What follows belongs to an exercise in optimizing a design on an open flow for small area, a short achievable clock period and few clock cycles; a production flow would make more cautious choices.
In this exercise RTL edits were held to simulation tests only and were not proved equivalent to the original.

==> job 5190 <==
Design SNN, start of the top module:
module SNN(
	clk,
	rst_n,
	in_valid,
	img,
	ker,
	weight,
	out_valid,
	out_data
);
clock: 15.0 ns
lec_check: 0
cap_margin: 50
core_margin: 2
core_utilization: 40
slew_margin: 70
standard.sh (not shown) runs the stock make flow with config.mk's settings and CLKGATE_MAP_FILE= SYNTH_SCRIPT=/design/flow/synth_recipe.tcl, a recipe that flattens the netlist after the stock synthesis.
==> flow/flow/run.sh <==
#!/bin/bash
# The standard layout with one netlist pass between synthesis and floorplan:
# flow/invopt.py folds away the inverters that Yosys's full-adder extraction
# leaves between full adder cells (a full adder is self-dual, so adders are
# flipped to need fewer inverters). Registers and all other cells are kept.
# Each tool writes its full output to its own log in this folder.
set -euo pipefail
R=orfs/results/${FLOW_PLATFORM}/SNN/base
bash standard.sh synth > synth.log 2>&1
cp "$R/1_2_yosys.v" 1_2_yosys.before_invopt.v
python3 flow/invopt.py "$R/1_2_yosys.v" > invopt.log 2>&1
rm -f "$R/1_synth.odb" "$R/1_synth.sdc"
# repair aims at a setup slack of 10 ns (the clock period is unchanged)
bash standard.sh finish SETUP_SLACK_MARGIN=10 > layout.log 2>&1
==> flow/flow/invopt.py <==
#!/usr/bin/env python3
"""Removes the inverters that Yosys's full-adder extraction leaves between
full adder cells. A full adder is self-dual (FA(~a,~b,~c) = ~FA(a,b,c) on
both outputs), so each full adder may be flipped: its inputs and outputs
change polarity. Flips are chosen by local search to minimise the number of
signals whose complement is needed; then every inverter is rebuilt, one per
signal that needs its complement. Registers and all other cells are kept.
usage: invopt.py netlist.v  (rewrites the file in place)"""
import re, sys

path = sys.argv[1]
src = open(path).read()
m = re.search(r'^(.*?\bmodule\s+\S+\s*\(.*?\);)(.*)(\bendmodule\b.*)$', src, re.S)
head, body, tail = m.group(1), m.group(2), m.group(3)

OUTS = {'X', 'Y', 'Q', 'Q_N', 'SUM', 'COUT', 'HI', 'LO'}
stmts = [s for s in body.split(';')]
decls, insts, others = [], [], []
inst_re = re.compile(r'^\s*(sky130_fd_sc_hd__\w+)\s+(\S+)\s*\((.*)\)\s*$', re.S)
pin_re = re.compile(r'\.(\w+)\s*\(\s*(.*?)\s*\)\s*(?:,|$)', re.S)
for s in stmts:
    t = re.sub(r'\(\*.*?\*\)', '', s).strip()
    if not t:
        continue
    mi = inst_re.match(t)
    if mi:
        pins = [(p, n.strip()) for p, n in pin_re.findall(mi.group(3))]
        insts.append([mi.group(1), mi.group(2), pins])
    elif re.match(r'^(input|output|inout|wire|reg)\b', t):
        decls.append(t)
    else:
        others.append(t)

# nets referenced outside cell pins (ports, assigns) stay as they are
port_nets = set()
for d in decls:
    if d.startswith('output') or d.startswith('input'):
        pass
fixed_text = ' '.join(others)

driver = {}
for idx, (typ, name, pins) in enumerate(insts):
    for p, n in pins:
        if p in OUTS:
            driver[n] = (idx, p)

def is_inv(idx):
    return insts[idx][0].startswith('sky130_fd_sc_hd__inv_')

out_ports = set()
for d in decls:
    mo = re.match(r'^output\s+(?:\[(\d+):(\d+)\]\s*)?(\S+)', d)
    if mo:
        if mo.group(1):
            for b in range(int(mo.group(2)), int(mo.group(1)) + 1):
                out_ports.add(f'{mo.group(3)}[{b}]')
        else:
            out_ports.add(mo.group(3))

def keep_inv(idx):
    y = dict(insts[idx][2])['Y']
    return y in out_ports or y in fixed_text

def root(n):
    """(root net, parity) following removable inverters"""
    par = 0
    seen = 0
    while n in driver and is_inv(driver[n][0]) and not keep_inv(driver[n][0]) and seen < 100:
        n = dict(insts[driver[n][0]][2])['A']
        par ^= 1
        seen += 1
    return n, par

# consumers: (inst idx, pin, root, parity)
cons = []
for idx, (typ, name, pins) in enumerate(insts):
    if is_inv(idx) and not keep_inv(idx):
        continue
    for p, n in pins:
        if p in OUTS:
            continue
        r, par = root(n)
        cons.append([idx, p, r, par])

fa = [i for i, (t, _, _) in enumerate(insts) if t.startswith('sky130_fd_sc_hd__fa_')]
fa_set = set(fa)
flip = {i: 0 for i in fa}

def drv_flip(r):
    d = driver.get(r)
    if d and d[0] in fa_set:
        return flip[d[0]]
    return 0

by_root = {}
for c in cons:
    by_root.setdefault(c[2], []).append(c)
def need_comp(r):
    f = drv_flip(r)
    for idx, p, rr, par in by_root[r]:
        e = par ^ f ^ (flip[idx] if idx in fa_set else 0)
        if e:
            return 1
    return 0
def cost_around(i):
    roots = set()
    for p, n in insts[i][2]:
        if p in OUTS:
            roots.add(n)
        else:
            roots.add(root(n)[0])
    return sum(need_comp(r) for r in roots if r in by_root), roots

before = sum(need_comp(r) for r in by_root)
improved = True
rounds = 0
while improved and rounds < 50:
    improved = False
    rounds += 1
    for i in fa:
        c0, roots = cost_around(i)
        flip[i] ^= 1
        c1 = sum(need_comp(r) for r in roots if r in by_root)
        if c1 < c0:
            improved = True
        else:
            flip[i] ^= 1
after = sum(need_comp(r) for r in by_root)

# rebuild: remove removable inverters, one new inverter per root needing its complement
comp_net = {}
new_insts = []
k = 0
for r in sorted(by_root):
    if need_comp(r):
        k += 1
        nn = f'_invopt_n{k}_'
        comp_net[r] = nn
        new_insts.append(['sky130_fd_sc_hd__inv_1', f'_invopt_{k}_', [('A', r), ('Y', nn)]])
newpins = {}
for idx, p, r, par in cons:
    e = par ^ drv_flip(r) ^ (flip[idx] if idx in fa_set else 0)
    newpins[(idx, p)] = comp_net[r] if e else r
out = []
for idx, (typ, name, pins) in enumerate(insts):
    if is_inv(idx) and not keep_inv(idx):
        continue
    ps = [(p, newpins.get((idx, p), n)) for p, n in pins]
    out.append([typ, name, ps])
out += new_insts

def net(n):
    return n + ' ' if n.startswith('\\') else n
lines = [head]
for d in decls:
    lines.append('  ' + d + ' ;')
for d in new_insts:
    lines.append(f'  wire {d[2][1][1]};')
for typ, name, ps in out:
    conn = ',\n    '.join(f'.{p}({net(n)})' for p, n in ps)
    lines.append(f'  {typ} {net(name)}(\n    {conn}\n  );')
for o in others:
    lines.append('  ' + o + ' ;')
lines.append(tail)
open(path, 'w').write('\n'.join(lines) + ('\n' if not tail.endswith('\n') else ''))
ninv = sum(1 for i in range(len(insts)) if is_inv(i))
print(f'invopt: {ninv} inverters before, {len(new_insts)} after '
      f'({sum(1 for i in range(len(insts)) if is_inv(i) and keep_inv(i))} kept on ports); '
      f'{sum(flip.values())} of {len(fa)} full adders flipped; {rounds} rounds')
==> inputs of job 8235, as changes to job 5190 <==
==> flow/run.sh (new file) <==
#!/bin/bash
# synth_recipe.tcl (not shown) runs the flow's synth.tcl, then flattens the netlist and writes it again
# the make line also repeats each setting of config.mk as NAME=value (left out here)
make -C /OpenROAD-flow-scripts/flow DESIGN_CONFIG=/design/flow/config.mk WORK_HOME=/design/flow/orfs CLKGATE_MAP_FILE= SYNTH_SCRIPT=/design/flow/synth_recipe.tcl finish
removed: flow/flow/run.sh
removed: flow/flow/invopt.py
removed: flow/standard.sh
==> inputs of job 7105, as changes to job 5190 <==
--- a/flow/flow/invopt.py
+++ b/flow/flow/invopt.py
@@ -92,16 +92,34 @@
         return flip[d[0]]
     return 0
 
+# simple gates that have a complementary cell with the same inputs: a root
+# driven by one whose consumers all want the complement is swapped instead
+SWAP = {}
+for a, b in [('and2_1', 'nand2_1'), ('or2_1', 'nor2_1'), ('xor2_1', 'xnor2_1'),
+             ('and3_1', 'nand3_1'), ('or3_1', 'nor3_1'), ('a21o_1', 'a21oi_1'),
+             ('o21a_1', 'o21ai_1'), ('a22o_1', 'a22oi_1'), ('o22a_1', 'o22ai_1'),
+             ('a31o_1', 'a31oi_1'), ('a211o_1', 'a211oi_1'), ('o211a_1', 'o211ai_1')]:
+    SWAP['sky130_fd_sc_hd__' + a] = ('sky130_fd_sc_hd__' + b, 'X', 'Y')
+    SWAP['sky130_fd_sc_hd__' + b] = ('sky130_fd_sc_hd__' + a, 'Y', 'X')
+def swappable(r):
+    d = driver.get(r)
+    return d is not None and insts[d[0]][0] in SWAP and r not in out_ports and r not in fixed_text
+
 by_root = {}
 for c in cons:
     by_root.setdefault(c[2], []).append(c)
+def comp_state(r):
+    """0: no consumer wants the complement, 1: some do (an inverter), 2: all
+    do and the driver can be swapped for its complement instead"""
+    f = drv_flip(r)
+    es = [par ^ f ^ (flip[idx] if idx in fa_set else 0) for idx, p, rr, par in by_root[r]]
+    if not any(es):
+        return 0
+    if all(es) and swappable(r):
+        return 2
+    return 1
 def need_comp(r):
-    f = drv_flip(r)
-    for idx, p, rr, par in by_root[r]:
-        e = par ^ f ^ (flip[idx] if idx in fa_set else 0)
-        if e:
-            return 1
-    return 0
+    return 1 if comp_state(r) == 1 else 0
 def cost_around(i):
     roots = set()
     for p, n in insts[i][2]:
@@ -112,27 +130,49 @@
     return sum(need_comp(r) for r in roots if r in by_root), roots
 
 before = sum(need_comp(r) for r in by_root)
-improved = True
-rounds = 0
-while improved and rounds < 50:
-    improved = False
-    rounds += 1
+def descend():
+    rounds = 0
+    improved = True
+    while improved and rounds < 50:
+        improved = False
+        rounds += 1
+        for i in fa:
+            c0, roots = cost_around(i)
+            flip[i] ^= 1
+            c1 = sum(need_comp(r) for r in roots if r in by_root)
+            if c1 < c0:
+                improved = True
+            else:
+                flip[i] ^= 1
+    return rounds
+import random
+rng = random.Random(1)
+rounds = descend()
+best = (sum(need_comp(r) for r in by_root), dict(flip))
+for trial in range(300):
+    # perturb the best solution and descend again
     for i in fa:
-        c0, roots = cost_around(i)
+        flip[i] = best[1][i]
+    for i in rng.sample(fa, max(1, len(fa) // 10)):
         flip[i] ^= 1
-        c1 = sum(need_comp(r) for r in roots if r in by_root)
-        if c1 < c0:
-            improved = True
-        else:
-            flip[i] ^= 1
+    descend()
+    c = sum(need_comp(r) for r in by_root)
+    if c < best[0]:
+        best = (c, dict(flip))
+for i in fa:
+    flip[i] = best[1][i]
 after = sum(need_comp(r) for r in by_root)
 
 # rebuild: remove removable inverters, one new inverter per root needing its complement
 comp_net = {}
 new_insts = []
+swapped = set()
 k = 0
 for r in sorted(by_root):
-    if need_comp(r):
+    if comp_state(r) == 2:
+        swapped.add(r)
+        comp_net[r] = r
+    elif need_comp(r):
         k += 1
         nn = f'_invopt_n{k}_'
         comp_net[r] = nn
@@ -146,6 +186,11 @@
     if is_inv(idx) and not keep_inv(idx):
         continue
     ps = [(p, newpins.get((idx, p), n)) for p, n in pins]
+    outnets = [n for p, n in pins if p in OUTS]
+    if outnets and outnets[0] in swapped:
+        ntyp, po, pn = SWAP[typ]
+        typ = ntyp
+        ps = [(pn if p == po else p, n) for p, n in ps]
     out.append([typ, name, ps])
 out += new_insts
 
@@ -166,4 +211,4 @@
 ninv = sum(1 for i in range(len(insts)) if is_inv(i))
 print(f'invopt: {ninv} inverters before, {len(new_insts)} after '
       f'({sum(1 for i in range(len(insts)) if is_inv(i) and keep_inv(i))} kept on ports); '
-      f'{sum(flip.values())} of {len(fa)} full adders flipped; {rounds} rounds')
+      f'{sum(flip.values())} of {len(fa)} full adders flipped; {len(swapped)} gates swapped')
--- a/flow/config.mk
+++ b/flow/config.mk
@@ -7,5 +7,8 @@
 export LEC_CHECK = 0
 export CAP_MARGIN = 50
 export CORE_MARGIN = 2
-export CORE_UTILIZATION = 40
+export CORE_UTILIZATION = 60
+export CTS_BUF_LIST = sky130_fd_sc_hd__clkbuf_16
+export CTS_CLUSTER_DIAMETER = 60
+export CTS_CLUSTER_SIZE = 24
 export SLEW_MARGIN = 70
==> results.toml <==
[worst_hold_path]
whs_endpoint = "lb[1][7]"
hold_start = "lb[0][7]"

[sta]
clock_skew_ns = 0.0346

[cells_and_area]
final_util_pct = 45.9
multiInputGateArea_mm2 = 0.0235

[global_route]
met1_usage_pct = 27.2

[floorplanning]
dieArea_mm2 = 0.0947

[route]
drt_wl_total_um = 90500

[outcome]
outcome = "no timing/DRC/antenna violations"

[yosys]
mappedNetlistNets = 3828
[end of results for job 5190]
==> results.toml <==
[global_route]
met1_usage_pct = 42.1

[cells_and_area]
final_util_pct = 67.5
multiInputGateArea_mm2 = 0.0238

[sta]
clock_skew_ns = 0.0602

[outcome]
outcome = "no timing/DRC/antenna violations"

[route]
drt_iter0_drc = 1410
drt_wl_total_um = 90700

[yosys]
mappedNetlistNets = 3703

[worst_hold_path]
whs_endpoint = "lb[7][5]"
[end of results for job 7105]
==> results.toml <==
[worst_hold_path]
hold_start = "lb[1][3]"
whs_endpoint = "lb[2][3]"

[outcome]
outcome = "no timing/DRC/antenna violations"

[yosys]
netlist_area_mm2 = 0.0387
mappedNetlistNets = 4310

[cells_and_area]
final_util_pct = 44.8
nonClockInverterCount = 732
multiInputGateArea_mm2 = 0.0233

[global_route]
met1_usage_pct = 27.3

[sta]
final-setup-viol-count = 0
clock_skew_ns = 0.0383

[floorplanning]
die_h_um = 315

[route]
drt_wl_total_um = 91600
[end of results for job 8235]
Testbench counts of job 5190, summed over its fixed seeds: cycles 24,648.
Testbench counts of job 8235, summed over its fixed seeds: cycles 24,648.
Testbench counts of job 7105, summed over its fixed seeds: cycles 24,648.

## afterwards: timing with drivers on the ports
How much do the figures lean on ideal ports? The routed layouts below were timed once more, with nothing changed but the port constraints. Step 1: set_driving_cell puts a clkbuf_16 on clk and a buf_2 on each other input, an assumption about the parent block. Step 2 adds t to the input delays and takes it off the output delays; t is the mean of the earliest and latest rising clock arrival at the registers after step 1. Input paths then give back, and output paths get back, about the clock's delay inside the block. Three values: ideal, step 1, step 2; two values: the first two.
run	shift t [ns]	slack for setup (ns)	slew at the worst register clock pin (ns)
job 5190	0.678	10.089 / 10.089 / 10.089	0.07 / 0.07
job 8235	0.704	9.618 / 9.618 / 9.618	0.06 / 0.06
job 7105	0.680	10.058 / 10.058 / 10.058	0.09 / 0.09
After both steps setup and hold are still met in every run listed.
